From an optimization exercise on the open Yosys and OpenROAD flow, aimed at small area; shortcuts taken in it are not production practice. Only simulation tests tie the RTL to the original design; equivalence was not proved. The clock port is modelled as an ideal driver; clocking choices that lean on that would not hold on a real chip. Power and IR drop assume default switching activity.

**flow/design.v**
```verilog
module spi_master
(
input               clk             ,
input               rst_n           ,
output              SPI4wire_SCK    ,
output              SPI4wire_CS_N   ,
output              SPI4wire_MOSI   ,
input               SPI4wire_MISO   ,
input   [15:0]      par_freq_div    , 
input   [7:0]       par_adr_sclknum , 
input   [7:0]       par_dat_sclknum , 
input               par_cpha        ,
input               par_cpol        ,
input               tx_tvalid       ,
input   [31:0]      tx_tdata        , 
output              tx_tready       ,
output              rx_tvalid       ,
output  [31:0]      rx_tdata          
);
wire [7:0] SCLK_NUM;
reg [7:0] sck_cnt;
reg [15:0]div_cnt;
reg [3:0] state;
reg tx_tready_inte;
reg sck;
reg cs_n;
reg flag;
reg [31:0] shift_txdata;
reg [31:0] shift_rxdata;
reg rx_tvalid_inte;
reg [31:0] rx_tdata_inte;
wire shift_txdata_31; 
assign rx_tdata = rx_tdata_inte;
assign rx_tvalid = rx_tvalid_inte;
assign SCLK_NUM = par_adr_sclknum + par_dat_sclknum;
assign tx_tready = tx_tready_inte;
assign shift_txdata_31 = shift_txdata[31];
assign SPI4wire_SCK = sck;
assign SPI4wire_CS_N = cs_n;
assign SPI4wire_MOSI = shift_txdata_31;
always@(posedge clk or negedge rst_n)
begin
    if(rst_n == 1'b0)
    begin
        state <= 'd0;
        div_cnt <= 'd0;
        sck_cnt <= 'd0;
    end
    else 
    begin
    case(state)
    'd0:    begin
                if(tx_tvalid && tx_tready)
                    state <= 'd1;
                else 
                    state <= 'd0;
            end
    'd1:    begin
                if(div_cnt < par_freq_div-1)
                    div_cnt <= div_cnt + 1'b1;
                else if(sck_cnt < SCLK_NUM+1)
                begin
                    div_cnt <= 'd0;
                    sck_cnt <= sck_cnt + 1'b1;
                end
                else 
                begin
                    div_cnt <= 'd0;
                    sck_cnt <= 'd0;
                    state <= 'd2;
                end
            end
    'd2:    begin
                state <= 'd0;
            end
    endcase
    end
end
always@(posedge clk or negedge rst_n)
begin
    if(rst_n == 1'b0)
        tx_tready_inte <= 'd0;
    else if(state == 'd0)
    begin
        if(tx_tvalid && tx_tready)
            tx_tready_inte <= 'd0;
        else 
            tx_tready_inte <= 'd1;
    end
    else 
        tx_tready_inte <= 'd0;
end
always@(posedge clk or negedge rst_n)
begin
    if(rst_n == 1'b0)
        sck <= 'd0;
    else if(state == 'd0)
        sck <= par_cpol;
    else if(((div_cnt == par_freq_div-1)||(div_cnt == (par_freq_div>>1)-1)) && (sck_cnt>=1) && (sck_cnt < SCLK_NUM+1))
        sck <= !sck;
    else 
        sck <= sck;
end
always@(posedge clk or negedge rst_n)
begin
    if(rst_n == 1'b0)
        cs_n <= 'd1;
    else if((state==1) && (div_cnt==0) && (sck_cnt==0))
        cs_n <= 'd0;
    else if((state==1)&&(div_cnt == par_freq_div-1)&&(sck_cnt == SCLK_NUM+1))
        cs_n <= 'd1;
end
always@(posedge clk or negedge rst_n)
begin
    if(rst_n == 1'b0)
        shift_txdata <= 32'd0;
    else if(tx_tvalid && tx_tready)
        shift_txdata <= tx_tdata;
    else if(((div_cnt == par_freq_div-1)) && (sck_cnt>=1) && (sck_cnt < SCLK_NUM) && (par_cpha == 0))
        shift_txdata <= {shift_txdata[30:0],1'b0};
    else if(((div_cnt == (par_freq_div>>1)-1)) && (sck_cnt>=2) && (sck_cnt < SCLK_NUM+1)&& (par_cpha == 1))
        shift_txdata <= {shift_txdata[30:0],1'b0};
end
always@(posedge clk or negedge rst_n)
begin
    if(rst_n == 1'b0)
        shift_rxdata <= 32'd0;
    else if(state == 'd2)
        shift_rxdata <= 32'd0;
    else if(((div_cnt == (par_freq_div>>1)-1)) && (sck_cnt>=1) && (sck_cnt < SCLK_NUM+1)&& (par_cpha == 0))
        shift_rxdata <= {shift_rxdata[30:0],SPI4wire_MISO};
    else if(((div_cnt == par_freq_div-1)) && (sck_cnt>=1) && (sck_cnt < SCLK_NUM+1)&& (par_cpha == 1))
        shift_rxdata <= {shift_rxdata[30:0],SPI4wire_MISO};
end
always@(posedge clk or negedge rst_n)
begin
    if(rst_n == 1'b0)
        flag <= 'd1;
    else if(tx_tvalid && tx_tready)
        flag <= tx_tdata[31];   
end
always@(posedge clk or negedge rst_n)
begin
    if(rst_n == 1'b0)
    begin
        rx_tvalid_inte <= 1'b0;
        rx_tdata_inte <= 32'd0;
    end
    else if(state == 'd2 && flag)
    begin
        rx_tvalid_inte <= 'd1;
        rx_tdata_inte <= shift_rxdata;
    end
    else 
        rx_tvalid_inte <= 'd0;
end
endmodule
```
**flow/constraint.sdc**
```tcl
create_clock -name core_clock -period 6.0 [get_ports {clk}]
set_input_delay 1.2000 -clock core_clock [delete_from_list [all_inputs] [get_ports {clk}]]
set_output_delay 1.2000 -clock core_clock [all_outputs]
set_load 0.01 [all_outputs]
```
**flow/run.sh**
```bash
#!/bin/bash
# synth_recipe.tcl (not shown) runs the flow's synth.tcl, then flattens the netlist and writes it again
# the make line also repeats each setting of config.mk as NAME=value (left out here)
make -C /OpenROAD-flow-scripts/flow DESIGN_CONFIG=/design/flow/config.mk WORK_HOME=/design/flow/orfs CLKGATE_MAP_FILE= SYNTH_SCRIPT=/design/flow/synth_recipe.tcl finish
```
**flow/config.mk**
```make
export PLATFORM = sky130hd
export DESIGN_NAME = spi_master
export DESIGN_NICKNAME = spi_master
export VERILOG_FILES = /design/flow/design.v
export SDC_FILE = /design/flow/constraint.sdc
export NUM_CORES = 4
export LEC_CHECK = 0
export CAP_MARGIN = 20
export CORE_MARGIN = 2
export CORE_UTILIZATION = 40
export SLEW_MARGIN = 20
```
==> impl_metrics.csv, run 1 <==
group,metric,value,unit
cells_and_area,final_util,0.501,
clock_network,clockBufferDepth,2,
synthesis,synth_nets,855,
placement,pre_cts_ws,0.371,ns
cells_and_area,antenna_cells,0,
cells_and_area,finalNetCount,949,
synthesis,synth.avg_cell_area,11.0,sq um
setup_path,worstPathRequired,6.30,ns
floorplanning,row_count,51,
synthesis,syn_inst,731,
floorplanning,ios,107,
sta,slew_headroom,0.358,
clock_network,cts.repair.resized,0,
sta,finalMaxSlewViolations,0,
cells_and_area,area_growth,22.0,%
route,drt-initial-drc-count,277,
route,viasPerCell,5.21,
global_routing,grt_pass1_vias,5952,
placement,dpl-instance-area,0.00924,sq mm
synthesis,synth.largest_area_cell,"dfrtp_1",
sta,fin_crit_sh,0.875,
hold_path,hold_class,"reg2reg",
route,wl_per_cell,15.5,microns
cells_and_area,nFillCells,1800,
synthesis,synth_ff_type,"dfrtp_1",
synthesis,synth_top_area_frac,0.389,
power_and_ir_drop,clock_power_share,0.232,
floorplanning,dieArea,0.0212,sq mm
placement,io_buffers,106,
clock_network,postCtsHoldBufs,0,
synthesis,ys_types,68,
clock_network,insertion_delay,0.42,ns
floorplanning,core-area,0.0196,sq mm
global_routing,antenna_found_initial,0,
power_and_ir_drop,leakage,4.31,nW
global_routing,grt_pass1_wl,29000,microns
sta,setup_viol,0,
placement,routabilityCongestion,0.856,
clock_network,numCtsBuffers,17,
clock_network,clkTransAtPathRegs,0.06,ns
setup_path,crit_fanout,32,
power_and_ir_drop,p_sw_frac,0.338,
synthesis,synth_edf_count,0,
setup_path,arrival,5.55,ns
route,ant_nets,0,
clock_network,post_cts_buffers,0,
floorplanning,die_y,146,microns
synthesis,ys_top_cells_by_area,"dfrtp_1 (39%), mux2_2 (9.1%), ha_1 (8.3%), mux2_4 (5.4%), mux2i_1 (4.7%)",
placement,dpl.hpwl,12400,microns
setup_path,crit_type,"in2reg",
status,status,"timing/DRC/antenna clean",
power_and_ir_drop,p_per_area,431,mW/mm^2
route,route.detailed.drc,0,
setup_path,cp-end-kind,"flop",
power_and_ir_drop,power_frac_comb,0.393,
cells_and_area,layout-drive-gt1-share,0.169,
sta,hold_violations,0,
sta,rsz0062_at_grt,"no",
floorplanning,start_util,0.410,
global_routing,grt_max_degree,82,
setup_path,start_kind,"input pin",
clock_network,cts_tree,"yes",
route,dr.pass1.iters,4,
sta,max_clock_freq,190,MHz
sta,timing.final.crit_period,5.25,ns
route,num_vias,5742,
global_routing,grt-ovfl-total,0,
cells_and_area,fin_area,0.00981,sq mm
power_and_ir_drop,intPower,2.80,mW
floorplanning,die_w,146,microns
clock_network,cts-root-buf,"clkbuf_16",
run,maxCapViolCount,0,
synthesis,ys_seq_area_frac,0.396,
sta,tightest_slew,0.963,ns
clock_network,h-tree-depth,4,
power_and_ir_drop,vdd_ir_drop_max,211,uV
power_and_ir_drop,seqPwrFrac,0.375,
synthesis,yosysWarnings,1,
power_and_ir_drop,switching_power,1.43,mW
sta,fin_ws,0.749,ns
sta,finalSetupTns,0,ns
clock_network,cts_sinks,127,
global_routing,grt_usage,0.164,
synthesis,ys_ff_latch,127,
sta,skew,0.00900,ns
synthesis,syn_area,0.00804,sq mm
synthesis,synthArstFlopShare,1.00,
route,routed_wl,17100,microns
-- cells in the mapped netlist, drive strengths merged (23+ instances only) --
library cell / number
o21ai: 24
ha: 53
xor2: 23
xnor2: 31
nor2: 33
inv: 23
nand2b: 39
mux2: 94
nand2: 35
nand3: 24
mux2i: 38
dfrtp: 125
-- through the flow --
| stage | std cells | power, mW | hold slack, ns |
|---|---|---|---|
| after floorplan | 731 | 2.68 | 0.439 |
| after global placement | 1071 | 3.20 | 0.451 |
| after detailed placement | 1071 | 3.27 | 0.451 |
| after CTS | 1103 | 4.28 | 0.460 |
| after global routing | 1103 | 4.53 | 0.473 |
| final | 1103 | 4.22 | 0.457 |
-- per-layer routing --
layer / vias to the layer above / GRT usage / wire length (microns)
met5: - / 0 / 0
met4: 0 / 0.0529 / 271
met3: 25 / 0.0342 / 606
met2: 115 / 0.278 / 8400
met1: 2787 / 0.211 / 7810
li1: 2815 / - / -
-- sequential cells by signal (all words and copies together) (netlist names) --
| signal | cells |
|---|---|
| sck | 1 |
| shift_txdata | 32 |
| rx_tdata_inte | 32 |
| flag | 1 |
| cs_n | 1 |
| sck_cnt | 8 |
| rx_tvalid_inte | 1 |
| tx_tready_inte | 1 |
| shift_rxdata | 32 |
| state | 2 |
| div_cnt | 16 |
-- power groups by stage --
stage	clock network [mW]	logic (mW)	registers, mW
2_1_floorplan	0	1.15	1.53
3_3_place_gp	0	1.61	1.59
3_5_place_dp	0	1.67	1.60
4_1_cts	1.00	1.68	1.59
5_1_grt	1.05	1.83	1.65
6_report	0.978	1.66	1.59
-- area by class of cell --
class                           count  area [sq um]  share of cell area
Clock buffer                       18           429              0.0438
Clock inverter                     14           135              0.0138
Inverter                           23          86.3             0.00880
Multi-Input combinational cell    545          4530               0.462
Sequential cell                   127          3180               0.324
Tap cell                          265           332              0.0338
Timing Repair Buffer              111          1110               0.113
-- cells by family (layout without fill, tap and decap cells) --
family / count (synthesis) / after routing / share of synthesized area
multiplexers: 132 / 132 / 0.193
AND/OR/NAND/NOR: 214 / 214 / 0.153
AO/OA/AOI/OAI: 91 / 91 / 0.0746
XOR/XNOR: 54 / 54 / 0.0589
buffers and inverters: 59 / 166 / 0.0403
flip-flops: 127 / 127 / 0.396
adder cells (fa/ha/maj): 54 / 54 / 0.0850
-- worst max-delay path, stage by stage --
cell	delay (ns)
clkdlybuf4s50_1	0.41
ha_1	0.24
fa_1	0.48
a211oi_1	0.35
o21bai_1	0.12
a21oi_1	0.18
xnor2_1	0.22
inv_1	0.12
nor3_1	0.29
xnor2_1	0.17
ha_1	0.21
nor2_1	0.05
o211ai_1	0.08
o22ai_1	0.10
a31oi_1	0.27
o311a_4	0.64
mux2_2	0.40
-- final timing paths --
kind	end	depth (start not counted)	startpoint	slack (ns)
setup / recovery	shift_txdata[1]	17	par_adr_sclknum[0]	0.75
hold / removal	flag	2	flag	0.46
setup reg to reg	shift_txdata[24]	8	div_cnt[3]	2.95
hold reg to reg	flag	2	flag	0.46
max in group asynchronous	rx_tdata_inte[27]	2	rst_n	4.05
min in group asynchronous	rx_tdata_inte[16]	1	rst_n	0.81
-- cells in the final DEF, fill, tap and decap left out, types with 4 or more instances in the layout --
cell type        count
mux2_2              65
a21o_1              10
clkbuf_16           17
nand3_1             24
clkinv_4             4
mux2i_1             38
o22ai_1              4
nor3b_1              4
a21oi_1             20
clkdlybuf4s50_1    105
nor3_1              13
buf_4                4
nor4bb_1             4
nand2b_1            39
nand2_1             34
mux2_4              29
nor2b_1              8
xnor2_1             31
dfrtp_1            125
a211oi_1             5
o31ai_1              5
nor2_1              33
xor2_1              23
and3_1               9
inv_1               23
nand4_1             13
o21ai_0             24
nor4_1               9
ha_1                53
==> run 2, diff against run 1 <==
==> flow/design.v (replaced) <==
module spi_master
(
input               clk             ,
input               rst_n           ,
output              SPI4wire_SCK    ,
output              SPI4wire_CS_N   ,
output              SPI4wire_MOSI   ,
input               SPI4wire_MISO   ,
input   [15:0]      par_freq_div    ,
input   [7:0]       par_adr_sclknum ,
input   [7:0]       par_dat_sclknum ,
input               par_cpha        ,
input               par_cpol        ,
input               tx_tvalid       ,
input   [31:0]      tx_tdata        ,
output              tx_tready       ,
output              rx_tvalid       ,
output  [31:0]      rx_tdata
);
localparam IDLE = 2'd0, LEAD = 2'd1, RUN = 2'd3, FIN = 2'd2;
reg [1:0]  state;
reg        tready;
reg        sck;
reg        cs_n;
reg        rvalid;
reg [14:0] half_cnt;    
reg        half;        
reg [5:0]  bit_cnt;     
reg [31:0] shreg;
reg        mosi;
reg        flag;
wire [5:0] sclk_num = par_adr_sclknum[5:0] + par_dat_sclknum[5:0];
wire       accept   = tx_tvalid & tready;
wire       idle     = (state == IDLE);
wire       active   = state[0];
wire       trail    = bit_cnt[5] & bit_cnt[4];
wire       term     = (half_cnt[14:1] == 14'd0) & (half_cnt[0] ^ (half & par_freq_div[0]));
wire       ev_mid   = active & term & ~half;
wire       ev_end   = active & term & half;
wire       in_bits  = (state == RUN) & ~trail;
wire       sample   = in_bits & (par_cpha ? ev_end : ev_mid);
wire       tx_step  = par_cpha ? (ev_mid & ~trail) : (ev_end & ~trail & (bit_cnt != 6'd0));
assign SPI4wire_SCK  = sck;
assign SPI4wire_CS_N = cs_n;
assign SPI4wire_MOSI = mosi;
assign tx_tready     = tready;
assign rx_tvalid     = rvalid;
assign rx_tdata      = shreg;
always @(posedge clk or negedge rst_n)
begin
    if (!rst_n) begin
        state  <= IDLE;
        tready <= 1'b0;
        sck    <= 1'b0;
        cs_n   <= 1'b1;
        rvalid <= 1'b0;
    end else begin
        case (state)
        IDLE: if (accept) state <= LEAD;
        LEAD: if (ev_end) state <= RUN;
        RUN:  if (ev_end & trail) state <= FIN;
        FIN:  state <= IDLE;
        endcase
        tready <= idle & ~accept;
        if (idle)
            sck <= par_cpol;
        else if (term & in_bits)
            sck <= ~sck;
        cs_n   <= ~active | (ev_end & trail);
        rvalid <= (state == FIN) & flag;
    end
end
always @(posedge clk)
begin
    if (~active | term)
        half_cnt <= par_freq_div[15:1];
    else
        half_cnt <= half_cnt - 1'b1;
    half <= active & (half ^ term);
    if (idle)
        bit_cnt <= sclk_num;
    else if (ev_end)
        bit_cnt <= bit_cnt - 1'b1;
end
integer i;
always @(posedge clk)
begin
    if (accept) begin
        for (i = 0; i < 32; i = i + 1)
            shreg[i] <= tx_tdata[i] & ((31 - i) < sclk_num);
        flag <= tx_tdata[31];
    end else if (sample)
        shreg <= {shreg[30:0], SPI4wire_MISO};
    if ((state == LEAD) | tx_step)
        mosi <= shreg[31];
end
endmodule
==> flow/flow/run.sh (new file) <==
#!/bin/bash
# Standard ORFS layout; the only change is the port buffer cell (buf_1).
set -euo pipefail
export BUFFER_PORTS_ARGS="-buffer_cell sky130_fd_sc_hd__buf_1"
bash standard.sh finish > standard_flow.log 2>&1
==> flow/standard.sh (new file) <==
#!/bin/bash
# synth_recipe.tcl (not shown) runs the flow's synth.tcl, then flattens the netlist and writes it again
# the make line also repeats each setting of config.mk as NAME=value (left out here)
make -C /OpenROAD-flow-scripts/flow DESIGN_CONFIG=/design/flow/config.mk WORK_HOME=/design/flow/orfs CLKGATE_MAP_FILE= SYNTH_SCRIPT=/design/flow/synth_recipe.tcl "${@:-finish}"
--- a/flow/config.mk
+++ b/flow/config.mk
@@ -10,2 +10,3 @@
 export CORE_UTILIZATION = 40
+export CTS_BUF_LIST = sky130_fd_sc_hd__clkbuf_1 sky130_fd_sc_hd__clkbuf_2 sky130_fd_sc_hd__clkbuf_4
 export SLEW_MARGIN = 20
removed: flow/run.sh
==> run 2 against run 1 <==
  * Still clean on timing, DRC and antenna
  * Via count shrank 47%
  * Utilization shrank 2.5 points
  * First-iteration DRC count shrank 18%
  * Sequential cell count shrank 65
  * Sequential power shrank 52%
  * Critical path depth shrank 9
  * Die area shrank 55%
  * Wire length shrank 49%
  * Largest cell class unchanged
  * Largest power group is now registers
==> impl_metrics.csv, run 2 <==
group,metric,value,unit
synthesis,synth_compound_area_frac,0.155,
cells_and_area,layout.cells.most_common,"buf_1",
clock_network,insertion_delay,0.42,ns
power_and_ir_drop,leakage,1.50,nW
floorplanning,start_util,0.407,
global_routing,grt_max_degree,46,
setup_path,cp-end-kind,"flop",
route,ant_nets,0,
synthesis,ys_seq_area_frac,0.476,
route,routed_wl,8660,microns
synthesis,synthArstFlopShare,0.0968,
floorplanning,die_y,97.7,microns
sta,skew,0.0141,ns
synthesis,synthMuxAreaShare,0,
power_and_ir_drop,p_per_area,420,mW/mm^2
clock_network,postCtsHoldBufs,0,
hold_path,hold_class,"reg2reg",
setup_path,start_kind,"input pin",
synthesis,synthSimpleGateAreaFrac,0.216,
sta,setup_viol,0,
synthesis,yosysMostFrequentCell,"nand2_1",
power_and_ir_drop,power,1.72,mW
cells_and_area,most-common-layout-cells,"buf_1 (102), nand2_1 (67), o21ai_0 (40), edfxtp_1 (40)",
clock_network,cts_tree,"yes",
global_routing,antenna_found_initial,0,
cells_and_area,antenna_cells,0,
placement,io_buffers,102,
floorplanning,core-area,0.00864,sq mm
sta,timing.final.crit_period,3.46,ns
sta,finalSetupTns,0,ns
clock_network,numCtsBuffers,9,
route,wl_per_cell,15.0,microns
sta,tightest_slew,0.872,ns
placement,place_inst,563,
clock_network,post_cts_buffers,0,
synthesis,syn_inst,369,
clock_network,clockBufferDepth,2,
synthesis,synth_common_cells,"nand2_1 (67), o21ai_0 (41), edfxtp_1 (40)",
synthesis,synth.avg_cell_area,9.52,sq um
route,num_vias,3047,
sta,fin_crit_sh,0.576,
synthesis,ys_types,54,
setup_path,crit_fanout,12,
cells_and_area,top_regs,"shreg (32), half_cnt (15), bit_cnt (6)",
synthesis,ys_ff_latch,62,
placement,pre_cts_ws,2.09,ns
cells_and_area,area_growth,16.8,%
synthesis,syn_area,0.00351,sq mm
synthesis,synth_ff_type,"edfxtp_1",
run,maxCapViolCount,0,
setup_path,worstPathRequired,6.19,ns
route,route.detailed.drc,0,
synthesis,synth.largest_area_cell,"edfxtp_1",
floorplanning,die_w,97.7,microns
route,dr.pass1.iters,4,
clock_network,clkTransAtPathRegs,0.11,ns
cells_and_area,regMostFlops,"shreg",
cells_and_area,final_util,0.475,
placement,dpl.hpwl,6290,microns
sta,max_clock_freq,289,MHz
floorplanning,dieArea,0.00955,sq mm
synthesis,synth_nets,452,
status,status,"timing/DRC/antenna clean",
sta,slew_headroom,0.417,
cells_and_area,largest_register_ffs,32,
floorplanning,row_count,34,
cells_and_area,instances_no_fill,579,
synthesis,ys_top_cells_by_area,"edfxtp_1 (34%), dfxtp_1 (9.1%), nand2_1 (7.2%), o21ai_0 (5.8%), xnor2_1 (5.0%)",
route,viasPerCell,5.26,
sta,hold_violations,0,
synthesis,yosysWarnings,1,
synthesis,synth_edf_count,40,
cells_and_area,layout-drive-gt1-share,0.0531,
synthesis,synth_top_area_frac,0.342,
clock_network,cts-root-buf,"clkbuf_4",
global_routing,grt_pass1_wl,14100,microns
global_routing,grt-ovfl-total,0,
route,drt-initial-drc-count,226,
sta,fin_ws,2.54,ns
power_and_ir_drop,vdd_ir_drop_max,114,uV
sta,finalMaxSlewViolations,0,
global_routing,grt_usage,0.184,
setup_path,crit_type,"in2reg",
placement,routabilityCongestion,0.865,
synthesis,synth_fa_ha_area_frac,0.0484,
sta,rsz0062_at_grt,"no",
cells_and_area,finalNetCount,549,
floorplanning,ios,107,
synthesis,synth_xor_area_frac,0.0723,
global_routing,grt_pass1_vias,2811,
clock_network,cts_sinks,62,
clock_network,cts.repair.resized,0,
synthesis,synth_top_family_by_area,"simple AND/OR/NAND/NOR gates",
setup_path,arrival,3.65,ns
clock_network,h-tree-depth,3,
==> run 2: routing by layer <==
layer | global-route usage | up-vias | part of all wire
met5 | 0 | - | 0
met4 | 0.0673 | 0 | 0.016
met3 | 0.0324 | 9 | 0.057
met2 | 0.269 | 99 | 0.44
met1 | 0.275 | 1417 | 0.49
li1 | - | 1522 | -
==> run 2: worst paths after layout <==
path                                     from        end  slack [ns]  cells after the start
hold reg to reg                     shreg[31]       mosi        0.46                      0
min in group asynchronous               rst_n   state[1]        0.65                      1
setup / recovery           par_adr_sclknum[4]  shreg[15]        2.54                      8
max in group asynchronous               rst_n       cs_n        5.03                      1
setup reg to reg                       tready  shreg[23]        3.35                      4
hold / removal                      shreg[31]       mosi        0.46                      0
==> run 2: area by class of cell <==
class	instances	area (sq um)
tap	108	135
clock buffer	10	71.3
inverter	7	26.3
sequential	62	1670
fill	877	4530
clock inverter	6	76.3
multi-input combinational	283	1730
timing repair buffer	103	390
==> run 2: critical path, stage by stage <==
cell and delay [ns]:
buf_1 0.08, ha_1 0.53, nand2_2 0.09, or3b_1 0.40, nand3_1 0.11, nor2b_1 0.63
a21oi_1 0.29, a32o_1 0.32
==> run 2: cell families (layout without fill, tap and decap cells) <==
family,count (synthesis),count (layout)
compound gates,86,86
xor+xnor,29,29
fa+ha+maj,13,13
buf+inv,24,126
flops,62,62
simple gates,155,155
==> run 2: metrics by stage <==
step,cell area [sq um],hold WS (ns)
after floorplan,3510,0.433
after global placement,3960,0.449
after detailed placement,3960,0.440
after CTS,4110,0.466
after global routing,4110,0.504
final,4110,0.461
==> run 2: report_power, final <==
part	total, mW	internal, mW	switching (mW)
sequential	0.768	0.655	0.113
clock	0.330	0.165	0.164
combinational	0.625	0.242	0.383
==> run 3, diff against run 2 <==
==> flow/run.sh (new file) <==
#!/bin/bash
# synth_recipe.tcl (not shown) runs the flow's synth.tcl, then flattens the netlist and writes it again
# the make line also repeats each setting of config.mk as NAME=value (left out here)
make -C /OpenROAD-flow-scripts/flow DESIGN_CONFIG=/design/flow/config.mk WORK_HOME=/design/flow/orfs CLKGATE_MAP_FILE= SYNTH_SCRIPT=/design/flow/synth_recipe.tcl finish
--- a/flow/config.mk
+++ b/flow/config.mk
@@ -10,3 +10,2 @@
 export CORE_UTILIZATION = 40
-export CTS_BUF_LIST = sky130_fd_sc_hd__clkbuf_1 sky130_fd_sc_hd__clkbuf_2 sky130_fd_sc_hd__clkbuf_4
 export SLEW_MARGIN = 20
removed: flow/flow/run.sh
removed: flow/standard.sh
==> run 3 against run 2 <==
  * Power up 11%
  * Clock-buffer cell count up 1
  * Utilization up 8.2 points
  * Via count up 1.0%
  * Still clean on timing, DRC and antenna
  * Highest routed layer unchanged
  * Maximum frequency down 11%
  * Wire length up 7.2%
  * Critical endpoint is now shreg[8]
  * Hold slack worse by 0.010 ns
==> impl_metrics.csv, run 3 <==
group,metric,value,unit
status,status,"timing/DRC/antenna clean",
route,dr.pass1.iters,4,
floorplanning,row_count,34,
placement,dpl.hpwl,6730,microns
placement,place_inst,563,
route,ant_nets,0,
sta,rsz0062_at_grt,"no",
setup_path,cp-end-kind,"flop",
clock_network,insertion_delay,0.35,ns
synthesis,ys_seq_area_frac,0.476,
global_routing,grt_pass1_vias,2965,
sta,tightest_slew,0.875,ns
synthesis,syn_area,0.00351,sq mm
synthesis,syn_inst,369,
run,maxCapViolCount,0,
global_routing,grt_usage,0.197,
global_routing,grt-ovfl-total,0,
route,route.detailed.drc,0,
cells_and_area,layout-drive-gt1-share,0.0573,
floorplanning,die_w,97.7,microns
sta,finalMaxSlewViolations,0,
power_and_ir_drop,vdd_ir_drop_max,212,uV
clock_network,postCtsHoldBufs,0,
synthesis,yosysWarnings,1,
setup_path,crit_type,"in2reg",
setup_path,arrival,4.00,ns
synthesis,synth_xor_area_frac,0.0723,
global_routing,antenna_found_initial,0,
route,drt-met1-wl,4500,microns
floorplanning,ios,107,
cells_and_area,layout.cells.most_common,"clkdlybuf4s50_1",
clock_network,cts_tree,"yes",
route,viasPerCell,5.32,
placement,routabilityCongestion,0.832,
power_and_ir_drop,leakage,1.80,nW
route,drt-initial-drc-count,158,
cells_and_area,finalNetCount,549,
floorplanning,core-area,0.00864,sq mm
route,num_vias,3078,
global_routing,grt_pass1_wl,15100,microns
synthesis,synth_top_area_frac,0.342,
setup_path,crit_fanout,12,
sta,finalSetupTns,0,ns
cells_and_area,largest_register_ffs,32,
floorplanning,die_y,97.7,microns
synthesis,synth_fa_ha_area_frac,0.0484,
clock_network,cts_sinks,62,
cells_and_area,antenna_cells,0,
synthesis,synth_top_family_by_area,"simple AND/OR/NAND/NOR gates",
synthesis,synth_nets,452,
synthesis,synthSimpleGateAreaFrac,0.216,
cells_and_area,instances_no_fill,579,
sta,timing.final.crit_period,3.90,ns
clock_network,clockBufferDepth,2,
route,dr_wl_met2,4180,microns
floorplanning,start_util,0.407,
floorplanning,dieArea,0.00955,sq mm
clock_network,h-tree-depth,3,
cells_and_area,area_growth,36.9,%
sta,hold_slack,0.452,ns
sta,skew,0.00844,ns
clock_network,cts-root-buf,"clkbuf_8",
cells_and_area,top_regs,"shreg (32), half_cnt (15), bit_cnt (6)",
cells_and_area,regMostFlops,"shreg",
synthesis,synthArstFlopShare,0.0968,
setup_path,start_kind,"input pin",
synthesis,synth_compound_area_frac,0.155,
setup_path,worstPathRequired,6.10,ns
clock_network,cts.repair.resized,0,
cells_and_area,most-common-layout-cells,"clkdlybuf4s50_1 (102), nand2_1 (67), o21ai_0 (40), edfxtp_1 (40)",
sta,slew_headroom,0.415,
synthesis,ys_ff_latch,62,
sta,max_clock_freq,256,MHz
sta,hold_violations,0,
clock_network,clkTransAtPathRegs,0.08,ns
synthesis,ys_types,54,
sta,setup_viol,0,
synthesis,synth.avg_cell_area,9.52,sq um
power_and_ir_drop,p_per_area,396,mW/mm^2
synthesis,synth_edf_count,40,
clock_network,post_cts_buffers,0,
placement,io_buffers,102,
clock_network,numCtsBuffers,9,
route,dr_wl_met3,525,microns
synthesis,synth.largest_area_cell,"edfxtp_1",
hold_path,hold_class,"reg2reg",
synthesis,ys_top_cells_by_area,"edfxtp_1 (34%), dfxtp_1 (9.1%), nand2_1 (7.2%), o21ai_0 (5.8%), xnor2_1 (5.0%)",
route,routed_wl,9290,microns
route,wl_per_cell,16.0,microns
synthesis,synthMuxAreaShare,0,
route,highest_layer,"met4",
synthesis,yosysMostFrequentCell,"nand2_1",
synthesis,synth_common_cells,"nand2_1 (67), o21ai_0 (41), edfxtp_1 (40)",
sta,fin_crit_sh,0.650,
synthesis,synth_ff_type,"edfxtp_1",
cells_and_area,nFillCells,807,
global_routing,grt_max_degree,46,
[run 3: critical path, cell delays in order]
cell and delay, ns:
clkdlybuf4s50_1 0.40, ha_1 0.54, nand2_2 0.09, or3b_1 0.39
nand3_1 0.10, nor2b_1 0.65, a21oi_1 0.30, a32o_1 0.32
[run 3: final timing paths]
| path | from | to | cells after the start | slack (ns) |
|---|---|---|---|---|
| max | par_adr_sclknum[4] | shreg[8] | 8 | 2.10 |
| min | shreg[31] | mosi | 0 | 0.45 |
| max reg2reg | tready | shreg[21] | 4 | 3.35 |
| min reg2reg | shreg[31] | mosi | 0 | 0.45 |
| max in group asynchronous | rst_n | cs_n | 1 | 4.62 |
| min in group asynchronous | rst_n | sck | 1 | 1.10 |
[run 3: cells by family after synthesis]
| kind of cell | count (synthesis) |
|---|---|
| adders and majority gates | 13 |
| buffers and inverters | 24 |
| AOI/OAI and AO/OA | 86 |
| xor gates and xnor gates | 29 |
| and+or+nand+nor | 155 |
| DFF | 62 |
[run 3: cell type report]
type / instances / area [sq um] / share of cell area
Timing Repair Buffer: 103 / 1030 / 0.214
Clock inverter: 5 / 41.3 / 0.00858
Tap cell: 108 / 135 / 0.0281
Clock buffer: 11 / 174 / 0.0362
Sequential cell: 62 / 1670 / 0.348
Inverter: 7 / 26.3 / 0.00546
Multi-Input combinational cell: 283 / 1730 / 0.360
[run 3: metrics by stage]
step           utilization  cell area [sq um]  setup WS, ns  power, mW
2_1_floorplan            -               3510          1.46       1.23
3_3_place_gp         0.532               4600          1.76       1.50
3_5_place_dp         0.532               4600          1.77       1.52
4_1_cts              0.557               4810          2.14       1.92
5_1_grt              0.557               4810          1.85       2.03
6_report             0.557               4810          2.10       1.91
[run 3: power by group]
| part | internal, mW | total, mW | switching, mW | leakage [nW] |
|---|---|---|---|---|
| clock network | 0.207 | 0.398 | 0.191 | 0.112 |
| logic | 0.346 | 0.737 | 0.391 | 1.10 |
| registers | 0.656 | 0.770 | 0.115 | 0.589 |
[run 3: routing by layer]
layer,GRT usage,vias up
li1,-,1531
met1,0.282,1431
met2,0.306,110
met3,0.0424,6
met4,0.0524,0
met5,0,-
==> run 4, diff against run 3 <==
--- a/flow/design.v
+++ b/flow/design.v
@@ -84,2 +84,7 @@
 end
+wire [3:0]  t2 = {1'b0, sclk_num[1] & sclk_num[0], sclk_num[1], sclk_num[1] | sclk_num[0]};
+wire [7:0]  t3 = {t2 & {4{sclk_num[2]}}, t2 | {4{sclk_num[2]}}};
+wire [15:0] t4 = {t3 & {8{sclk_num[3]}}, t3 | {8{sclk_num[3]}}};
+wire        hi = sclk_num[5] | sclk_num[4];
+wire [31:0] keep = {(t4 & {16{sclk_num[4]}}) | {16{sclk_num[5]}}, t4 | {16{hi}}};
 integer i;
@@ -89,3 +94,3 @@
         for (i = 0; i < 32; i = i + 1)
-            shreg[i] <= tx_tdata[i] & ((31 - i) < sclk_num);
+            shreg[i] <= tx_tdata[i] & keep[31 - i];
         flag <= tx_tdata[31];
==> flow/flow/run.sh (new file) <==
#!/bin/bash
# Standard ORFS layout (standard.sh) with three changes:
#  - synthesis maps logic with an area-oriented ABC script (flow/area.abc);
#    everything else in the synthesis script is the standard flow's own synth_recipe.tcl
#  - port buffers use buf_1
#  - CTS without dummy loads and with larger sink clusters
set -euo pipefail
W=$PWD
{ head -1 synth_recipe.tcl
  echo "proc abc {args} { set i [lsearch \$args -script]; lset args [expr {\$i+1}] $W/flow/area.abc; yosys abc {*}\$args }"
  tail -n +2 synth_recipe.tcl; } > area_synth.tcl
export BUFFER_PORTS_ARGS="-buffer_cell sky130_fd_sc_hd__buf_1"
export CTS_ARGS="-sink_clustering_enable -repair_clock_nets -dont_use_dummy_load ${CTS_EXTRA:-}"
bash standard.sh SYNTH_SCRIPT=$W/area_synth.tcl finish > standard_flow.log 2>&1
==> flow/flow/area.abc (new file) <==
strash
&get -n
&fraig -x
&put
scorr
dc2
strash
dc2
dc2
&get -n
&dch -f
&nf -R 1000
&put
==> flow/standard.sh (new file) <==
#!/bin/bash
# synth_recipe.tcl (not shown) runs the flow's synth.tcl, then flattens the netlist and writes it again
# the make line also repeats each setting of config.mk as NAME=value (left out here)
make -C /OpenROAD-flow-scripts/flow DESIGN_CONFIG=/design/flow/config.mk WORK_HOME=/design/flow/orfs CLKGATE_MAP_FILE= SYNTH_SCRIPT=/design/flow/synth_recipe.tcl "${@:-finish}"
removed: flow/run.sh
==> run 4 against run 3 <==
  * Combinational power shrank 81%
  * Clock-buffer cell count shrank 2
  * Still clean
  * Largest power group unchanged
  * Critical endpoint is now shreg[15]
  * Non-clock buffer count grew 1
  * Sequential share of layout area grew 9.4 points
  * Synthesized cell count shrank 17%
  * Synthesized area shrank 11%
==> impl_metrics.csv, run 4 <==
group,metric,value,unit
placement,io_buffers,102,
setup_path,crit_type,"in2reg",
setup_path,cp-end-kind,"flop",
route,num_vias,2695,
synthesis,synthSimpleGateAreaFrac,0.168,
cells_and_area,top_regs,"shreg (32), half_cnt (15), bit_cnt (6)",
run,maxCapViolCount,0,
setup_path,cpMostUsedCell,"a21oi_1",
global_routing,grt_max_degree,43,
sta,tightest_slew,0.980,ns
synthesis,synth.largest_area_cell,"edfxtp_1",
synthesis,synth_common_cells,"nand2_1 (55), edfxtp_1 (40), nor2_1 (27)",
floorplanning,start_util,0.410,
cells_and_area,antenna_cells,0,
cells_and_area,instances_no_fill,523,
sta,fin_ws,2.23,ns
route,drt-initial-drc-count,121,
status,status,"timing/DRC/antenna clean",
power_and_ir_drop,p_per_area,244,mW/mm^2
synthesis,synth_top_family_by_area,"compound AO/OA/AOI/OAI gates",
placement,place_inst,514,
route,routed_wl,7850,microns
setup_path,arrival,3.96,ns
route,drt-met1-wl,3490,microns
cells_and_area,finalNetCount,506,
global_routing,antenna_found_initial,0,
setup_path,r2r_start,"half_cnt[0]",
cells_and_area,layout-drive-gt1-share,0.0309,
cells_and_area,largest_register_ffs,32,
setup_path,worstPathRequired,6.19,ns
synthesis,syn_area,0.00314,sq mm
sta,finalMaxSlewViolations,0,
clock_network,clkTransAtPathRegs,0.07,ns
clock_network,post_cts_buffers,0,
global_routing,grt-ovfl-total,0,
sta,setup_viol,0,
synthesis,synth_compound_area_frac,0.183,
clock_network,cts_tree,"yes",
route,dr_wl_met2,3780,microns
setup_path,cp_slowest_cell,"nor2_1",
floorplanning,core-area,0.00765,sq mm
synthesis,ys_seq_area_frac,0.533,
route,ant_nets,0,
floorplanning,die_w,92.6,microns
placement,pre_cts_ws,1.87,ns
floorplanning,row_count,32,
sta,timing.final.crit_period,3.77,ns
setup_path,r2r_slack,3.07,ns
cells_and_area,regMostFlops,"shreg",
synthesis,synthMuxAreaShare,0,
synthesis,synth_fa_ha_area_frac,0.0542,
setup_path,crit_buf_inv,1,
global_routing,grt_pass1_vias,2648,
synthesis,synthArstFlopShare,0.0968,
cells_and_area,layout.cells.most_common,"buf_1",
route,route.detailed.drc,0,
synthesis,synth.avg_cell_area,10.2,sq um
clock_network,numCtsBuffers,9,
clock_network,cts.repair.resized,0,
cells_and_area,most-common-layout-cells,"buf_1 (102), nand2_1 (55), edfxtp_1 (40)",
synthesis,ys_ff_latch,62,
power_and_ir_drop,vdd_ir_drop_max,122,uV
clock_network,insertion_delay,0.33,ns
setup_path,crit_fanout,13,
hold_path,hold_class,"reg2reg",
setup_path,worstPathCellList,"buf_1, ha_1, a21o_1, a21oi_1, o21bai_1, a21oi_1, xnor2_1, nor2b_1, nor2_1, o211ai_1, nand2_1",
clock_network,postCtsHoldBufs,0,
route,wl_per_cell,15.0,microns
synthesis,syn_inst,308,
setup_path,crit_family,"simple AND/OR/NAND/NOR gates",
route,highest_layer,"met4",
setup_path,start_kind,"input pin",
clock_network,cts_sinks,62,
synthesis,synth_ff_type,"edfxtp_1",
sta,fin_crit_sh,0.628,
sta,skew,0.0207,ns
power_and_ir_drop,leakage,1.35,nW
sta,hold_violations,0,
synthesis,ys_top_cells_by_area,"edfxtp_1 (38%), dfxtp_1 (10%), nand2_1 (6.6%), ha_1 (4.8%), o21ai_0 (4.1%)",
route,viasPerCell,5.15,
synthesis,synth_nets,391,
power_and_ir_drop,power,926,uW
floorplanning,die_y,92.6,microns
synthesis,yosysMostFrequentCell,"nand2_1",
sta,rsz0062_at_grt,"no",
hold_path,hold_path_startpoint,"flag",
clock_network,h-tree-depth,3,
synthesis,synth_top_area_frac,0.383,
placement,dpl.hpwl,5750,microns
global_routing,grt_pass1_wl,12700,microns
setup_path,slowest_delay,0.79,ns
floorplanning,ios,107,
sta,max_clock_freq,265,MHz
cells_and_area,fin_area,0.00379,sq mm
cells_and_area,area_growth,20.8,%
sta,finalSetupTns,0,ns
floorplanning,dieArea,0.00857,sq mm
setup_path,crit_start,"par_adr_sclknum[1]",
placement,dpl-instance-area,0.00366,sq mm
synthesis,ys_types,30,
global_routing,grt_usage,0.192,
placement,routabilityCongestion,0.790,
route,dr.pass1.iters,4,
synthesis,yosysWarnings,1,
route,dr_wl_met3,551,microns
synthesis,synth_xor_area_frac,0.0503,
clock_network,cts-root-buf,"clkbuf_8",
synthesis,synth_edf_count,40,
sta,slew_headroom,0.344,
clock_network,clockBufferDepth,2,
[run 4: path summary, 6_finish.rpt]
check                          endpoint  depth (start not counted)
hold / removal                   rvalid                          1
setup / recovery              shreg[15]                         11
min in group asynchronous        tready                          1
setup reg to reg           half_cnt[14]                         11
max in group asynchronous          cs_n                          1
hold reg to reg                  rvalid                          1
[run 4: through the flow]
stage,util,hold slack (ns)
floorplan,-,0.435
global placement,0.479,0.477
detailed placement,0.479,0.472
CTS,0.495,0.484
global route,0.495,0.495
finish,0.495,0.491
[run 4: kinds of logic (layout without fill, tap and decap cells)]
logic type | Yosys count | count (layout)
AOI/OAI and AO/OA | 88 | 88
DFF | 62 | 62
and+or+nand+nor | 118 | 118
xor gates and xnor gates | 18 | 18
buffers and inverters | 9 | 122
adders and majority gates | 13 | 13
[run 4: power breakdown]
part           total, mW  leakage (nW)  switching (mW)  internal [mW]
sequential         0.511         0.586          0.0314          0.480
clock              0.276        0.0647           0.142          0.134
combinational      0.139         0.695          0.0803         0.0586
[run 4: routing by layer]
layer / GRT usage / vias to the layer above
met5: 0 / -
met4: 0.0572 / 0
met3: 0.0643 / 2
met2: 0.314 / 80
met1: 0.242 / 1243
li1: - / 1370
[run 4: area by class of cell]
class,instances,area [sq um]
clock buffers,9,124
flip-flops and latches,62,1670
repair buffers,104,398
fillers,750,3860
multi-input cells,237,1430
inverters,9,33.8
well taps,102,128
==> run 5, diff against run 4 <==
--- a/flow/flow/run.sh
+++ b/flow/flow/run.sh
@@ -12,3 +12,3 @@
 export BUFFER_PORTS_ARGS="-buffer_cell sky130_fd_sc_hd__buf_1"
-export CTS_ARGS="-sink_clustering_enable -repair_clock_nets -dont_use_dummy_load ${CTS_EXTRA:-}"
+export CTS_ARGS="-sink_clustering_enable -repair_clock_nets -dont_use_dummy_load"
 bash standard.sh SYNTH_SCRIPT=$W/area_synth.tcl finish > standard_flow.log 2>&1
==> run 5 against run 4 <==
  * Global-route usage unchanged
  * Sequential cell count unchanged
  * First-iteration DRC count unchanged
  * Register-to-register slack about the same
  * Sequential share of layout area unchanged
  * Power unchanged
  * Clock skew unchanged
  * Clock-buffer cell count unchanged
  * Critical path type unchanged
  * Largest power group unchanged
  * Highest routed layer unchanged
==> impl_metrics.csv, run 5 <==
group,metric,value,unit
setup_path,arrival,3.96,ns
placement,routabilityCongestion,0.790,
sta,max_clock_freq,265,MHz
sta,slew_headroom,0.344,
synthesis,yosysWarnings,1,
clock_network,clkTransAtPathRegs,0.07,ns
cells_and_area,largest_register_ffs,32,
route,num_vias,2695,
route,wl_per_cell,15.0,microns
synthesis,synth_top_area_frac,0.383,
run,maxCapViolCount,0,
synthesis,ys_types,30,
synthesis,yosysMostFrequentCell,"nand2_1",
power_and_ir_drop,power_frac_comb,0.150,
setup_path,worstPathRequired,6.19,ns
power_and_ir_drop,clock_power_share,0.298,
sta,skew,0.0207,ns
route,ant_nets,0,
clock_network,cts.repair.resized,0,
placement,dpl.hpwl,5750,microns
cells_and_area,area_growth,20.8,%
route,dr.pass1.iters,4,
setup_path,crit_family,"simple AND/OR/NAND/NOR gates",
synthesis,synth_edf_count,40,
synthesis,synth.largest_area_cell,"edfxtp_1",
synthesis,ys_top_cells_by_area,"edfxtp_1 (38%), dfxtp_1 (10%), nand2_1 (6.6%), ha_1 (4.8%), o21ai_0 (4.1%)",
setup_path,crit_buf_inv,1,
synthesis,synth.avg_cell_area,10.2,sq um
clock_network,insertion_delay,0.33,ns
synthesis,syn_inst,308,
clock_network,clockBufferDepth,2,
clock_network,numCtsBuffers,9,
floorplanning,dieArea,0.00857,sq mm
global_routing,antenna_found_initial,0,
sta,setup_viol,0,
floorplanning,ios,107,
cells_and_area,layout.cells.most_common,"buf_1",
global_routing,grt_usage,0.192,
setup_path,crit_fanout,13,
sta,finalSetupTns,0,ns
route,viasPerCell,5.15,
power_and_ir_drop,leakage,1.35,nW
floorplanning,row_count,32,
route,route.detailed.drc,0,
global_routing,grt-ovfl-total,0,
floorplanning,start_util,0.410,
clock_network,postCtsHoldBufs,0,
synthesis,synthArstFlopShare,0.0968,
power_and_ir_drop,p_per_area,244,mW/mm^2
cells_and_area,finalNetCount,506,
synthesis,syn_area,0.00314,sq mm
global_routing,grt_max_degree,43,
route,drt-initial-drc-count,121,
sta,fin_ws,2.23,ns
power_and_ir_drop,switching_power,254,uW
hold_path,hold_class,"reg2reg",
cells_and_area,most-common-layout-cells,"buf_1 (102), nand2_1 (55), edfxtp_1 (40)",
sta,timing.final.crit_period,3.77,ns
setup_path,cp-end-kind,"flop",
sta,hold_violations,0,
floorplanning,die_y,92.6,microns
clock_network,h-tree-depth,3,
sta,rsz0062_at_grt,"no",
cells_and_area,antenna_cells,0,
placement,pre_cts_ws,1.87,ns
setup_path,cpMostUsedCell,"a21oi_1",
sta,tightest_slew,0.980,ns
setup_path,cp_slowest_cell,"nor2_1",
synthesis,ys_ff_latch,62,
global_routing,grt_pass1_vias,2648,
power_and_ir_drop,vdd_ir_drop_max,122,uV
route,routed_wl,7850,microns
status,status,"timing/DRC/antenna clean",
floorplanning,core-area,0.00765,sq mm
power_and_ir_drop,p_sw_frac,0.274,
setup_path,worstPathCellList,"buf_1, ha_1, a21o_1, a21oi_1, o21bai_1, a21oi_1, xnor2_1, nor2b_1, nor2_1, o211ai_1, nand2_1",
sta,finalMaxSlewViolations,0,
global_routing,grt_pass1_wl,12700,microns
clock_network,cts_tree,"yes",
setup_path,slowest_delay,0.79,ns
cells_and_area,top_regs,"shreg (32), half_cnt (15), bit_cnt (6)",
setup_path,start_kind,"input pin",
floorplanning,die_w,92.6,microns
clock_network,post_cts_buffers,0,
synthesis,ys_seq_area_frac,0.533,
synthesis,synth_nets,391,
cells_and_area,layout-drive-gt1-share,0.0309,
setup_path,crit_type,"in2reg",
placement,io_buffers,102,
cells_and_area,regMostFlops,"shreg",
synthesis,synth_ff_type,"edfxtp_1",
clock_network,cts-root-buf,"clkbuf_8",
power_and_ir_drop,seqPwrFrac,0.552,
synthesis,synth_common_cells,"nand2_1 (55), edfxtp_1 (40), nor2_1 (27)",
sta,fin_crit_sh,0.628,
clock_network,cts_sinks,62,
power_and_ir_drop,intPower,672,uW
run 5: layer usage:
layer	vias to the layer above	global-route usage	share of wire
met1	1243	0.242	0.44
met4	0	0.0572	0.0037
met2	80	0.314	0.48
met5	-	0	0
met3	2	0.0643	0.070
li1	1370	-	-
run 5: area by class of cell:
class                           instances  area (sq um)
Timing Repair Buffer                  104           398
Tap cell                              102           128
Multi-Input combinational cell        237          1430
Clock buffer                            9           124
Inverter                                9          33.8
Fill cell                             750          3860
Sequential cell                        62          1670
run 5: through the flow:
step	cell area (sq um)	std cells	hold WS, ns	power, mW	util
finish	3790	523	0.491	0.926	0.495
global route	3790	523	0.495	0.975	0.495
CTS	3790	523	0.484	0.932	0.495
detailed placement	3660	514	0.472	0.659	0.479
global placement	3660	514	0.477	0.655	0.479
floorplan	3140	308	0.435	0.607	-
run 5: cells by family after synthesis:
kind of cell,after synthesis,synth area share
DFF,62,0.533
adders and majority gates,13,0.0542
buffers and inverters,9,0.0108
xor gates and xnor gates,18,0.0503
AOI/OAI and AO/OA,88,0.183
and+or+nand+nor,118,0.168
run 5: final timing paths:
check | to | cells after the start | startpoint | slack [ns]
min in group asynchronous | tready | 1 | rst_n | 0.72
worst max register to register | half_cnt[14] | 11 | half_cnt[0] | 3.07
worst min-delay path | rvalid | 1 | flag | 0.49
worst min register to register | rvalid | 1 | flag | 0.49
worst max-delay path | shreg[15] | 11 | par_adr_sclknum[1] | 2.23
max in group asynchronous | cs_n | 1 | rst_n | 4.99
run 5: worst reg2reg max path: cells and delay by family (launching register included):
family                   cells  cell delay (ns)
AO/OA/AOI/OAI                1             0.08
XOR/XNOR                     1             0.13
adder cells (fa/ha/maj)      1             0.15
buffers and inverters        1             0.07
flip-flops                   1             0.37
AND/OR/NAND/NOR              7             1.99
run 5: power groups by stage:
stage	sequential (mW)	clock, mW	combinational, mW
after detailed placement	0.519	0	0.140
after CTS	0.511	0.281	0.140
after global placement	0.519	0	0.136
after global routing	0.515	0.299	0.161
final	0.511	0.276	0.139
after floorplan	0.511	0	0.0963
==> run 6, diff against run 5 <==
--- a/flow/flow/run.sh
+++ b/flow/flow/run.sh
@@ -12,3 +12,3 @@
 export BUFFER_PORTS_ARGS="-buffer_cell sky130_fd_sc_hd__buf_1"
-export CTS_ARGS="-sink_clustering_enable -repair_clock_nets -dont_use_dummy_load"
+export CTS_ARGS="-sink_clustering_enable -repair_clock_nets -dont_use_dummy_load -sink_clustering_size 64 -sink_clustering_max_diameter 200 -buf_list {sky130_fd_sc_hd__clkbuf_4 sky130_fd_sc_hd__clkbuf_8 sky130_fd_sc_hd__clkbuf_16}"
 bash standard.sh SYNTH_SCRIPT=$W/area_synth.tcl finish > standard_flow.log 2>&1
==> run 6 against run 5 <==
  * Still clean
  * Hold slack stayed put
  * Setup slack stayed put
  * Synthesized area stayed put
  * Final cell count stayed put
  * Largest power group unchanged
  * Highest routed layer unchanged
==> impl_metrics.csv, run 6 <==
group,metric,value,unit
sta,fin_ws,2.23,ns
sta,tightest_slew,0.980,ns
cells_and_area,layout.cells.most_common,"buf_1",
synthesis,synth.avg_cell_area,10.2,sq um
sta,timing.final.crit_period,3.77,ns
floorplanning,dieArea,0.00857,sq mm
sta,finalSetupTns,0,ns
power_and_ir_drop,vdd_ir_drop_max,122,uV
setup_path,crit_family,"simple AND/OR/NAND/NOR gates",
sta,hold_violations,0,
sta,setup_viol,0,
clock_network,insertion_delay,0.33,ns
clock_network,cts_tree,"yes",
floorplanning,ios,107,
sta,slew_headroom,0.344,
route,ant_nets,0,
power_and_ir_drop,p_per_area,244,mW/mm^2
sta,skew,0.0207,ns
global_routing,grt_max_degree,43,
setup_path,start_kind,"input pin",
placement,routabilityCongestion,0.790,
cells_and_area,antenna_cells,0,
route,drt-initial-drc-count,121,
synthesis,ys_top_cells_by_area,"edfxtp_1 (38%), dfxtp_1 (10%), nand2_1 (6.6%), ha_1 (4.8%), o21ai_0 (4.1%)",
clock_network,cts.repair.resized,0,
synthesis,syn_area,0.00314,sq mm
power_and_ir_drop,switching_power,254,uW
synthesis,synthArstFlopShare,0.0968,
hold_path,timing.hold.worst_path_depth,1,
route,dr.pass1.iters,4,
clock_network,clockBufferDepth,2,
sta,max_clock_freq,265,MHz
setup_path,worstPathCellList,"buf_1, ha_1, a21o_1, a21oi_1, o21bai_1, a21oi_1, xnor2_1, nor2b_1, nor2_1, o211ai_1, nand2_1",
floorplanning,core-area,0.00765,sq mm
power_and_ir_drop,leakage,1.35,nW
placement,pre_cts_ws,1.87,ns
setup_path,r2r_start,"half_cnt[0]",
setup_path,cp_slowest_cell,"nor2_1",
cells_and_area,largest_register_ffs,32,
floorplanning,row_count,32,
cells_and_area,final_util,0.495,
setup_path,arrival,3.96,ns
clock_network,clkTransAtPathRegs,0.07,ns
cells_and_area,regMostFlops,"shreg",
cells_and_area,nFillCells,750,
route,viasPerCell,5.15,
global_routing,grt_usage,0.192,
clock_network,numCtsBuffers,9,
power_and_ir_drop,intPower,672,uW
synthesis,yosysWarnings,1,
route,num_vias,2695,
global_routing,antenna_found_initial,0,
setup_path,slowest_delay,0.79,ns
sta,finalMaxSlewViolations,0,
setup_path,r2r_slack,3.07,ns
global_routing,grt_pass1_vias,2648,
placement,io_buffers,102,
synthesis,synth_top_area_frac,0.383,
hold_path,whs_endpoint,"rvalid",
cells_and_area,area_growth,20.8,%
cells_and_area,layout-drive-gt1-share,0.0309,
synthesis,synth_nets,391,
clock_network,cts-root-buf,"clkbuf_8",
placement,dpl.hpwl,5750,microns
cells_and_area,finalNetCount,506,
synthesis,ys_types,30,
run,maxCapViolCount,0,
synthesis,syn_inst,308,
setup_path,r2r_cells,11,
synthesis,synth_edf_count,40,
clock_network,cts_sinks,62,
status,status,"timing/DRC/antenna clean",
clock_network,h-tree-depth,3,
route,route.detailed.drc,0,
synthesis,yosysMostFrequentCell,"nand2_1",
cells_and_area,most-common-layout-cells,"buf_1 (102), nand2_1 (55), edfxtp_1 (40)",
floorplanning,start_util,0.410,
clock_network,postCtsHoldBufs,0,
synthesis,ys_seq_area_frac,0.533,
hold_path,hold_path_startpoint,"flag",
floorplanning,die_w,92.6,microns
synthesis,synth.largest_area_cell,"edfxtp_1",
setup_path,crit_buf_inv,1,
setup_path,crit_type,"in2reg",
synthesis,ys_ff_latch,62,
route,wl_per_cell,15.0,microns
setup_path,timing.rr.end,"half_cnt[14]",
sta,fin_crit_sh,0.628,
cells_and_area,top_regs,"shreg (32), half_cnt (15), bit_cnt (6)",
setup_path,crit_fanout,13,
sta,rsz0062_at_grt,"no",
hold_path,hold_class,"reg2reg",
route,routed_wl,7850,microns
floorplanning,die_y,92.6,microns
clock_network,post_cts_buffers,0,
global_routing,grt_pass1_wl,12700,microns
power_and_ir_drop,power_frac_comb,0.150,
global_routing,grt-ovfl-total,0,
synthesis,synth_common_cells,"nand2_1 (55), edfxtp_1 (40), nor2_1 (27)",
setup_path,cpMostUsedCell,"a21oi_1",
power_and_ir_drop,seqPwrFrac,0.552,
synthesis,synth_ff_type,"edfxtp_1",
setup_path,cp-end-kind,"flop",
power_and_ir_drop,p_sw_frac,0.274,
setup_path,worstPathRequired,6.19,ns
power_and_ir_drop,clock_power_share,0.298,
==> run 6: cell counts after synthesis <==
No cell type changed its count.
==> run 6: worst max path at each step <==
stage	from	end	slack, ns	cells past startpoint
3_3_place_gp	par_adr_sclknum[1]	shreg[15]	1.90	11
5_1_grt	par_adr_sclknum[1]	shreg[15]	2.02	11
2_1_floorplan	par_adr_sclknum[1]	shreg[27]	2.54	11
3_5_place_dp	par_adr_sclknum[1]	shreg[15]	1.87	11
4_1_cts	par_adr_sclknum[1]	shreg[15]	2.24	11
6_report	par_adr_sclknum[1]	shreg[15]	2.23	11
==> run 6: cell families after synthesis <==
logic type | count (synthesis) | share of synthesized area
fa+ha+maj | 13 | 0.0542
simple gates | 118 | 0.168
buf+inv | 9 | 0.0108
compound gates | 88 | 0.183
flops | 62 | 0.533
xor+xnor | 18 | 0.0503
==> run 6: power groups by stage <==
stage	Clock, mW	Combinational, mW	Sequential [mW]
5_1_grt	0.299	0.161	0.515
4_1_cts	0.281	0.140	0.511
2_1_floorplan	0	0.0963	0.511
6_report	0.276	0.139	0.511
3_5_place_dp	0	0.140	0.519
3_3_place_gp	0	0.136	0.519
==> run 6: stage by stage <==
step	instance area, sq um	power, mW	std cells	hold WS, ns
CTS	3790	0.932	523	0.484
global placement	3660	0.655	514	0.477
floorplan	3140	0.607	308	0.435
global route	3790	0.975	523	0.495
finish	3790	0.926	523	0.491
detailed placement	3660	0.659	514	0.472
==> run 6: per-layer routing <==
metal,wire length [microns],global-route usage,part of all wire,vias up
met2,3780,0.314,0.48,80
met1,3490,0.242,0.44,1243
met5,0,0,0,-
met3,551,0.0643,0.070,2
li1,-,-,-,1370
met4,29,0.0572,0.0037,0
==> run 6: final cells by class <==
type	count	area, sq um	share of cell area
flip-flops and latches	62	1670	0.442
clock buffers	9	124	0.0327
inverters	9	33.8	0.00892
multi-input cells	237	1430	0.378
well taps	102	128	0.0337
repair buffers	104	398	0.105
==> run 7, diff against run 6 <==
==> flow/flow/run.sh (replaced) <==
#!/bin/bash
# Standard ORFS layout (standard.sh) with these changes:
#  - synthesis maps logic with an area-oriented ABC script (flow/area.abc);
#    everything else in the synthesis script is the standard flow's own synth_recipe.tcl
#  - port buffers use buf_1
#  - CTS with clkbuf_4 only and no dummy loads; afterwards leaf buffers whose
#    flip-flops see a slow clock edge are upsized to clkbuf_8 (flow/post_cts.tcl)
set -euo pipefail
W=$PWD
{ head -1 synth_recipe.tcl
  echo "proc abc {args} { set i [lsearch \$args -script]; lset args [expr {\$i+1}] $W/flow/area.abc; yosys abc {*}\$args }"
  tail -n +2 synth_recipe.tcl; } > area_synth.tcl
export BUFFER_PORTS_ARGS="-buffer_cell sky130_fd_sc_hd__buf_1"
export CTS_ARGS="-sink_clustering_enable -repair_clock_nets -dont_use_dummy_load -buf_list {sky130_fd_sc_hd__clkbuf_4}"
export POST_CTS_TCL=$W/flow/post_cts.tcl
bash standard.sh SYNTH_SCRIPT=$W/area_synth.tcl finish > standard_flow.log 2>&1
==> flow/flow/post_cts.tcl (new file) <==
# After CTS: upsize each leaf clock buffer (one that drives flip-flops) whose
# flip-flop clock pins see a slew above the threshold, then re-legalize.
proc upsize_leaf_clock_buffers { limit_ns bigger } {
  estimate_parasitics -placement
  set n 0
  foreach inst [[ord::get_db_block] getInsts] {
    set m [[$inst getMaster] getName]
    if {![string match sky130_fd_sc_hd__clkbuf_* $m] || $m == $bigger} continue
    set net [[$inst findITerm X] getNet]
    set worst 0.0
    set flops 0
    foreach pin [get_pins -of_objects [get_nets [$net getName]]] {
      if {[get_property $pin direction] != "input"} continue
      if {[get_property $pin name] != "CLK"} continue
      incr flops
      set s [get_property $pin slew_max]
      if {$s > $worst} { set worst $s }
    }
    puts "clock buffer [$inst getName] $m drives $flops flip-flops, worst clock-pin slew $worst"
    if {$flops > 0 && $worst > $limit_ns} {
      $inst swapMaster [[ord::get_db] findMaster $bigger]
      incr n
    }
  }
  puts "upsized $n clock buffers"
  if {$n > 0} {
    detailed_placement
    estimate_parasitics -placement
  }
}
upsize_leaf_clock_buffers 0.095 sky130_fd_sc_hd__clkbuf_8
==> run 7 against run 6 <==
  * Still clean
  * Via count down 0.11%
  * Maximum frequency up 1.9%
  * Global-route usage about the same
  * Register-to-register slack improved by 0.04 ns
  * Critical path depth stayed put
  * Power shrank 5.4%
  * Sequential power about the same
  * Non-clock buffer count unchanged
  * Clock power shrank 18%
  * Largest cell class unchanged
  * Largest power group unchanged
==> impl_metrics.csv, run 7 <==
group,metric,value,unit
status,status,"timing/DRC/antenna clean",
sta,timing.final.crit_period,3.70,ns
global_routing,met3_usage,0.0594,
setup_path,r2r_start,"half_cnt[0]",
floorplanning,die_y,92.6,microns
setup_path,arrival,3.94,ns
route,num_vias,2692,
hold_path,timing.hold.worst_path_depth,0,
floorplanning,core-area,0.00765,sq mm
synthesis,yosysMostFrequentCell,"nand2_1",
global_routing,antenna_found_initial,0,
run,maxCapViolCount,0,
floorplanning,dieArea,0.00857,sq mm
cells_and_area,top_regs,"shreg (32), half_cnt (15), bit_cnt (6)",
hold_path,hold_path_startpoint,"shreg[31]",
floorplanning,row_count,32,
synthesis,yosysWarnings,1,
synthesis,ys_ff_latch,62,
power_and_ir_drop,leakage,1.33,nW
sta,fin_crit_sh,0.617,
power_and_ir_drop,power,876,uW
floorplanning,die_w,92.6,microns
synthesis,synth_ff_type,"edfxtp_1",
synthesis,ys_types,30,
route,ant_nets,0,
global_routing,grt_usage,0.192,
placement,dpl.hpwl,5750,microns
route,wl_per_cell,14.9,microns
power_and_ir_drop,vdd_ir_drop_max,119,uV
route,viasPerCell,5.15,
sta,tightest_slew,0.955,ns
setup_path,timing.rr.end,"half_cnt[14]",
setup_path,crit_fanout,13,
placement,routabilityCongestion,0.790,
cells_and_area,layout.cells.most_common,"buf_1",
route,routed_wl,7780,microns
power_and_ir_drop,p_per_area,233,mW/mm^2
sta,skew,0.0213,ns
synthesis,synth_top_area_frac,0.383,
placement,dpl-instance-area,0.00366,sq mm
global_routing,use_met1,0.242,
clock_network,cts_tree,"yes",
synthesis,ys_top_cells_by_area,"edfxtp_1 (38%), dfxtp_1 (10%), nand2_1 (6.6%), ha_1 (4.8%), o21ai_0 (4.1%)",
sta,max_clock_freq,270,MHz
cells_and_area,fin_area,0.00375,sq mm
global_routing,grt-ovfl-total,0,
sta,rsz0062_at_grt,"no",
route,dr.pass1.iters,4,
synthesis,synth.avg_cell_area,10.2,sq um
setup_path,cp-end-kind,"flop",
hold_path,hold_class,"reg2reg",
setup_path,worstPathRequired,6.24,ns
cells_and_area,nFillCells,752,
global_routing,top_usage_layer,"met2",
cells_and_area,area_growth,19.6,%
synthesis,syn_area,0.00314,sq mm
cells_and_area,antenna_cells,0,
floorplanning,start_util,0.410,
route,route.detailed.drc,0,
global_routing,grt_max_degree,43,
clock_network,insertion_delay,0.39,ns
floorplanning,ios,107,
clock_network,cts_sinks,62,
sta,setup_viol,0,
clock_network,clkTransAtPathRegs,0.09,ns
setup_path,worstPathCellList,"buf_1, ha_1, a21o_1, a21oi_1, o21bai_1, a21oi_1, xnor2_1, nor2b_1, nor2_1, o211ai_1, nand2_1",
cells_and_area,finalNetCount,506,
route,drt-initial-drc-count,106,
global_routing,grt_pass1_vias,2655,
setup_path,crit_type,"in2reg",
setup_path,start_kind,"input pin",
cells_and_area,layout-drive-gt1-share,0.0309,
synthesis,ys_seq_area_frac,0.533,
synthesis,synth_nets,391,
synthesis,synth_edf_count,40,
cells_and_area,most-common-layout-cells,"buf_1 (102), nand2_1 (55), edfxtp_1 (40)",
setup_path,cpMostUsedCell,"a21oi_1",
cells_and_area,largest_register_ffs,32,
sta,hold_violations,0,
setup_path,r2r_slack,3.11,ns
setup_path,cp_slowest_cell,"nor2_1",
global_routing,grt_pass1_wl,12800,microns
sta,slew_headroom,0.361,
setup_path,r2r_cells,11,
global_routing,use_met2,0.315,
synthesis,synth_common_cells,"nand2_1 (55), edfxtp_1 (40), nor2_1 (27)",
hold_path,whs_endpoint,"mosi",
synthesis,synth.largest_area_cell,"edfxtp_1",
sta,finalMaxSlewViolations,0,
placement,io_buffers,102,
sta,finalSetupTns,0,ns
setup_path,slowest_delay,0.77,ns
synthesis,synthArstFlopShare,0.0968,
cells_and_area,regMostFlops,"shreg",
synthesis,syn_inst,308,
-- run 7: metal layers --
layer	share of wire	wire length [microns]	vias to the layer above
met2	0.48	3750	96
met5	0	0	-
met4	0	0	0
met1	0.44	3440	1224
met3	0.077	598	0
li1	-	-	1372
-- run 7: stage by stage --
step / hold WS (ns) / util / std cells / setup WS, ns
after floorplan: 0.435 / - / 308 / 2.54
final: 0.508 / 0.491 / 523 / 2.30
after detailed placement: 0.472 / 0.479 / 514 / 1.87
after global placement: 0.477 / 0.479 / 514 / 1.90
after global routing: 0.539 / 0.491 / 523 / 2.07
-- run 7: power breakdown --
part / total (mW) / switching (mW) / internal [mW]
clock: 0.226 / 0.135 / 0.0907
sequential: 0.511 / 0.0314 / 0.479
combinational: 0.139 / 0.0808 / 0.0586
-- run 7: worst max-delay path by stage --
stage,from,end,cells after the start
2_1_floorplan,par_adr_sclknum[1],shreg[27],11
3_3_place_gp,par_adr_sclknum[1],shreg[15],11
3_5_place_dp,par_adr_sclknum[1],shreg[15],11
5_1_grt,par_adr_sclknum[1],shreg[15],11
6_report,par_adr_sclknum[1],shreg[15],11
-- run 7: worst max-delay path, delay by kind of cell --
family,cells,cell delay (ns)
AND/OR/NAND/NOR,3,1.14
XOR/XNOR,1,0.26
adder cells (fa/ha/maj),1,0.29
buffers and inverters,1,0.10
AO/OA/AOI/OAI,5,0.93
-- run 7: cell type report --
class                           instances  area (sq um)  area share
Sequential cell                        62          1670       0.446
Multi-Input combinational cell        237          1430       0.382
Timing Repair Buffer                  104           398       0.106
Tap cell                              102           128      0.0340
Clock buffer                            9          86.3      0.0230
Inverter                                9          33.8     0.00901
-- run 7: cells by family after synthesis --
kind of cell,synth area share
xor+xnor,0.0503
simple gates,0.168
fa+ha+maj,0.0542
flops,0.533
buf+inv,0.0108
compound gates,0.183

-- what the ideal ports hide --
The results above use ideal ports. As a check the final layouts listed here were re-extracted and re-timed, cells and wires unchanged.
Step 1, drivers: a clkbuf_16 drives clk and a buf_2 each remaining input, both assumed.
Step 2, shift: input delay + t, output delay - t, t = (earliest + latest rising clock arrival at the registers) / 2. This alone moves slack from input paths to output paths.
a / b / c = ideal ports / drivers / drivers and shift; a / b = the first two.
run | t, ns | setup slack, ns | latest minus earliest clock arrival (ns) | slew at the worst register clock pin (ns) | worst data-port slew with drivers (ns)
run 1 | 0.449 | 0.749 / 0.765 / 0.317 | 0.009 / 0.009 | 0.06 / 0.06 | 0.04
run 2 | 0.442 | 2.543 / 2.552 / 2.110 | 0.014 / 0.014 | 0.11 / 0.11 | 0.05
run 3 | 0.374 | 2.100 / 2.113 / 1.738 | 0.009 / 0.009 | 0.08 / 0.08 | 0.07
run 4 | 0.352 | 2.230 / 2.240 / 1.888 | 0.021 / 0.021 | 0.07 / 0.07 | 0.05
run 5 | 0.352 | 2.230 / 2.240 / 1.888 | 0.021 / 0.021 | 0.07 / 0.07 | 0.05
run 6 | 0.352 | 2.230 / 2.240 / 1.888 | 0.021 / 0.021 | 0.07 / 0.07 | 0.05
run 7 | 0.408 | 2.300 / 2.304 / 1.895 | 0.021 / 0.021 | 0.09 / 0.09 | 0.05
After both steps setup and hold are still met in every run listed. For run 2, which loses most, drivers alone change the setup slack by +0.009 ns; drivers and shift together by -0.433 ns.
